Context: an optimization exercise on an open-source flow, tuned for small area. The choices shown serve that exercise and are no tape-out recipe.
RTL that was checked went through simulation tests only; none was proved equivalent to the original.
No activity file was given, so power comes from the tool's default toggle rates.

## MULTI_FIFOS
module MULTI_FIFOS #(
    parameter DATA_WIDTH = 8,                        
    parameter FIFO_DEPTH = 16,                       
    parameter NUM_FIFOS = 4                          
)(
    input  wire CLK,
    input  wire RST_N,
    input  wire [NUM_FIFOS-1:0] WR_EN,                
    input  wire [NUM_FIFOS-1:0] RD_EN,                
    input  wire [NUM_FIFOS*DATA_WIDTH-1:0] DIN,       
    output wire [NUM_FIFOS*DATA_WIDTH-1:0] DOUT,     
    output wire [NUM_FIFOS-1:0] FULL,                
    output wire [NUM_FIFOS-1:0] EMPTY                
);
    genvar i;
    generate
        for (i=0; i<NUM_FIFOS; i=i+1) begin : fifo_instances
            FIFO #(
                .DATA_WIDTH(DATA_WIDTH),
                .FIFO_DEPTH(FIFO_DEPTH)
            ) fifo_inst (
                .CLK(CLK),
                .RST_N(RST_N),
                .WR_EN(WR_EN[i]),
                .RD_EN(RD_EN[i]),
                .DIN(DIN[(i + 1) * DATA_WIDTH - 1:i * DATA_WIDTH]),
                .DOUT(DOUT[(i + 1) * DATA_WIDTH - 1:i * DATA_WIDTH]),
                .FULL(FULL[i]),
                .EMPTY(EMPTY[i])
            );
        end
    endgenerate
endmodule
Settings: LEC_CHECK=0, CAP_MARGIN=0, CORE_MARGIN=2, CORE_UTILIZATION=70, SLEW_MARGIN=0, SYNTH_HIERARCHICAL=1, SYNTH_MINIMUM_KEEP_SIZE=0; clock period 5.0 ns.
standard.sh (not shown) runs the stock make flow with config.mk's settings and CLKGATE_MAP_FILE= SYNTH_SCRIPT=/design/flow/synth_recipe.tcl, a recipe that flattens the netlist after the stock synthesis.
==> flow/flow/run.sh <==
#!/bin/bash
# Standard ORFS layout (standard.sh, unchanged synthesis) with three changes,
# all set in settings.sh: port buffers use the smallest buffer cell, clock
# tree synthesis uses small clock buffers without dummy loads, and after the
# placement repair, cells off the critical paths are sized down
# (recover.tcl). ORFS writes each step's log under orfs/logs; make's own
# output goes to flow_make.log.
set -euo pipefail
cd "$(dirname "$0")/.."
source flow/settings.sh
bash standard.sh > flow_make.log 2>&1
==> flow/flow/recover.tcl <==
# Downsize cells off the critical paths (area/power recovery) before detailed placement.
log_cmd repair_timing -recover_power 100
==> flow/flow/settings.sh <==
export BUFFER_PORTS_ARGS="-buffer_cell sky130_fd_sc_hd__buf_1"
export CTS_ARGS="-sink_clustering_enable -repair_clock_nets -dont_use_dummy_load -sink_clustering_size 10 -sink_clustering_max_diameter 60 -buf_list sky130_fd_sc_hd__clkbuf_4"
export POST_RESIZE_TCL="$PWD/flow/recover.tcl"
The baseline passed the timing, design-rule and antenna checks.
Change:
--- a/flow/design.v
+++ b/flow/design.v
@@ -9,29 +9,29 @@
     input  wire [DATA_WIDTH-1:0] DIN,
     output reg  [DATA_WIDTH-1:0] DOUT,
     output wire FULL,
     output wire EMPTY
 );
     reg [DATA_WIDTH-1:0] mem [0:15];
-    wire wr_ok, wr_ok_hi, hold;
+    wire wr_ok, hold;
+    wire [3:1] wr_okq;
     wire [15:0] oh;
     FIFO_CTRL u_ctrl (
         .CLK(CLK), .RST_N(RST_N), .WR_EN(WR_EN), .RD_EN(RD_EN),
-        .wr_ok(wr_ok), .wr_ok_hi(wr_ok_hi), .oh(oh), .hold(hold), .FULL(FULL), .EMPTY(EMPTY)
+        .wr_ok(wr_ok), .wr_okq(wr_okq), .oh(oh), .hold(hold), .FULL(FULL), .EMPTY(EMPTY)
     );
     integer k;
     always @(posedge CLK) begin
         if (wr_ok) begin
             mem[0] <= DIN;
-            for (k = 1; k < 8; k = k + 1)
+            for (k = 1; k < 4; k = k + 1)
                 mem[k] <= mem[k-1];
         end
-        if (wr_ok_hi) begin
-            for (k = 8; k < 16; k = k + 1)
+        for (k = 4; k < 16; k = k + 1)
+            if (wr_okq[k/4])
                 mem[k] <= mem[k-1];
-        end
     end
     genvar g;
     wire [DATA_WIDTH-1:0] dnext;
     generate
         for (g = 0; g < DATA_WIDTH; g = g + 1) begin : bit_
             wire [4:0] t;
@@ -53,13 +53,13 @@
 module FIFO_CTRL (
     input  wire CLK,
     input  wire RST_N,
     input  wire WR_EN,
     input  wire RD_EN,
     output wire wr_ok,
-    output wire wr_ok_hi,
+    output wire [3:1] wr_okq,
     output wire [15:0] oh,
     output wire hold,
     output wire FULL,
     output wire EMPTY
 );
     reg  [4:0] x;
@@ -68,22 +68,22 @@
         if (!RST_N)
             x <= 5'd0;
         else
             x <= x_nx;
     end
     FIFO_CTRL_COMB u_comb (
-        .WR(WR_EN), .RD(RD_EN), .x(x), .wr_ok(wr_ok), .wr_ok_hi(wr_ok_hi), .oh(oh), .hold(hold),
+        .WR(WR_EN), .RD(RD_EN), .x(x), .wr_ok(wr_ok), .wr_okq(wr_okq), .oh(oh), .hold(hold),
         .FULL(FULL), .EMPTY(EMPTY), .x_nx(x_nx)
     );
 endmodule
-module FIFO_CTRL_COMB(WR, RD, x, wr_ok, wr_ok_hi, oh, hold, FULL, EMPTY, x_nx);
+module FIFO_CTRL_COMB(WR, RD, x, wr_ok, wr_okq, oh, hold, FULL, EMPTY, x_nx);
   input WR;
   input RD;
   input [4:0] x;
   output wr_ok;
-  output wr_ok_hi;
+  output [3:1] wr_okq;
   output [15:0] oh;
   output hold;
   output FULL;
   output EMPTY;
   output [4:0] x_nx;
   wire _00_;
@@ -125,13 +125,15 @@
   G_nand3_1 u36 (.A(_06_), .B(_02_), .C(x[4]), .Y(_07_));
   G_nor2_1 u37 (.A(EMPTY), .B(_06_), .Y(_08_));
   G_nand2_1 u38 (.A(_08_), .B(x[1]), .Y(_09_));
   G_o21ai_0 u39 (.A1(x[0]), .A2(_04_), .B1(_08_), .Y(_10_));
   G_nand2_1 u40 (.A(_03_), .B(WR), .Y(_11_));
   G_nor2_1 u41 (.A(_11_), .B(FULL), .Y(wr_ok));
-  G_nor2_1 u41b (.A(_11_), .B(FULL), .Y(wr_ok_hi));
+  G_nor2_1 u41b (.A(_11_), .B(FULL), .Y(wr_okq[1]));
+  G_nor2_1 u41c (.A(_11_), .B(FULL), .Y(wr_okq[2]));
+  G_nor2_1 u41d (.A(_11_), .B(FULL), .Y(wr_okq[3]));
   G_nand4_1 u42 (.A(_10_), .B(_09_), .C(_07_), .D(wr_ok), .Y(_12_));
   G_nor3_1 u43 (.A(_02_), .B(EMPTY), .C(_05_), .Y(_13_));
   G_o22ai_1 u44 (.A1(x[3]), .A2(_13_), .B1(x[2]), .B2(_12_), .Y(_14_));
   G_clkinv_1 u45 (.A(_13_), .Y(_15_));
   G_nand2_1 u46 (.A(x[3]), .B(x[2]), .Y(_16_));
   G_nor2_1 u47 (.A(_16_), .B(_15_), .Y(oh[0]));
What happened: Wire length is higher slightly; register-to-register slack gains 0.21 ns; area after synthesis stays flat; via count is higher slightly; clock-buffer cell count is unchanged; first-iteration DRC count is lower by roughly a tenth; synthesized cell count is higher slightly; core utilization is higher by 0.22 points; worst hold slack loses 0.15 ns; power is higher slightly; final cell count is higher slightly; maximum frequency is lower by a little under a tenth; global-route usage is higher by 0.26 points; final area hardly moves.
Function not checked in the second run of this note: the RTL went through the layout flow alone.

-- port drivers added, routing unchanged --
How much do the figures lean on ideal ports? The routed layouts below were timed once more, with nothing changed but the port constraints.
Step 1 sets driving cells, clkbuf_16 on the clock port and buf_2 on the other inputs (assumed; they add their load-dependent delay and slew).
Step 2, shift: input delay + t, output delay - t, t = (earliest + latest rising clock arrival at the registers) / 2. This alone moves slack from input paths to output paths.
a / b / c = no drivers / after step 1 / after step 2; a / b = the first two.
run | t, ns | setup WS [ns] | worst slew at a driven data input, ns
the first run | 0.713 | 1.666 / 1.621 / 1.450 | 0.04
the second run | 0.746 | 1.396 / 1.353 / 1.739 | 0.04
After both steps setup and hold are still met in every run listed. The setup slack of the first run, which loses most, moves by -0.045 ns with the drivers and by -0.216 ns with both steps.
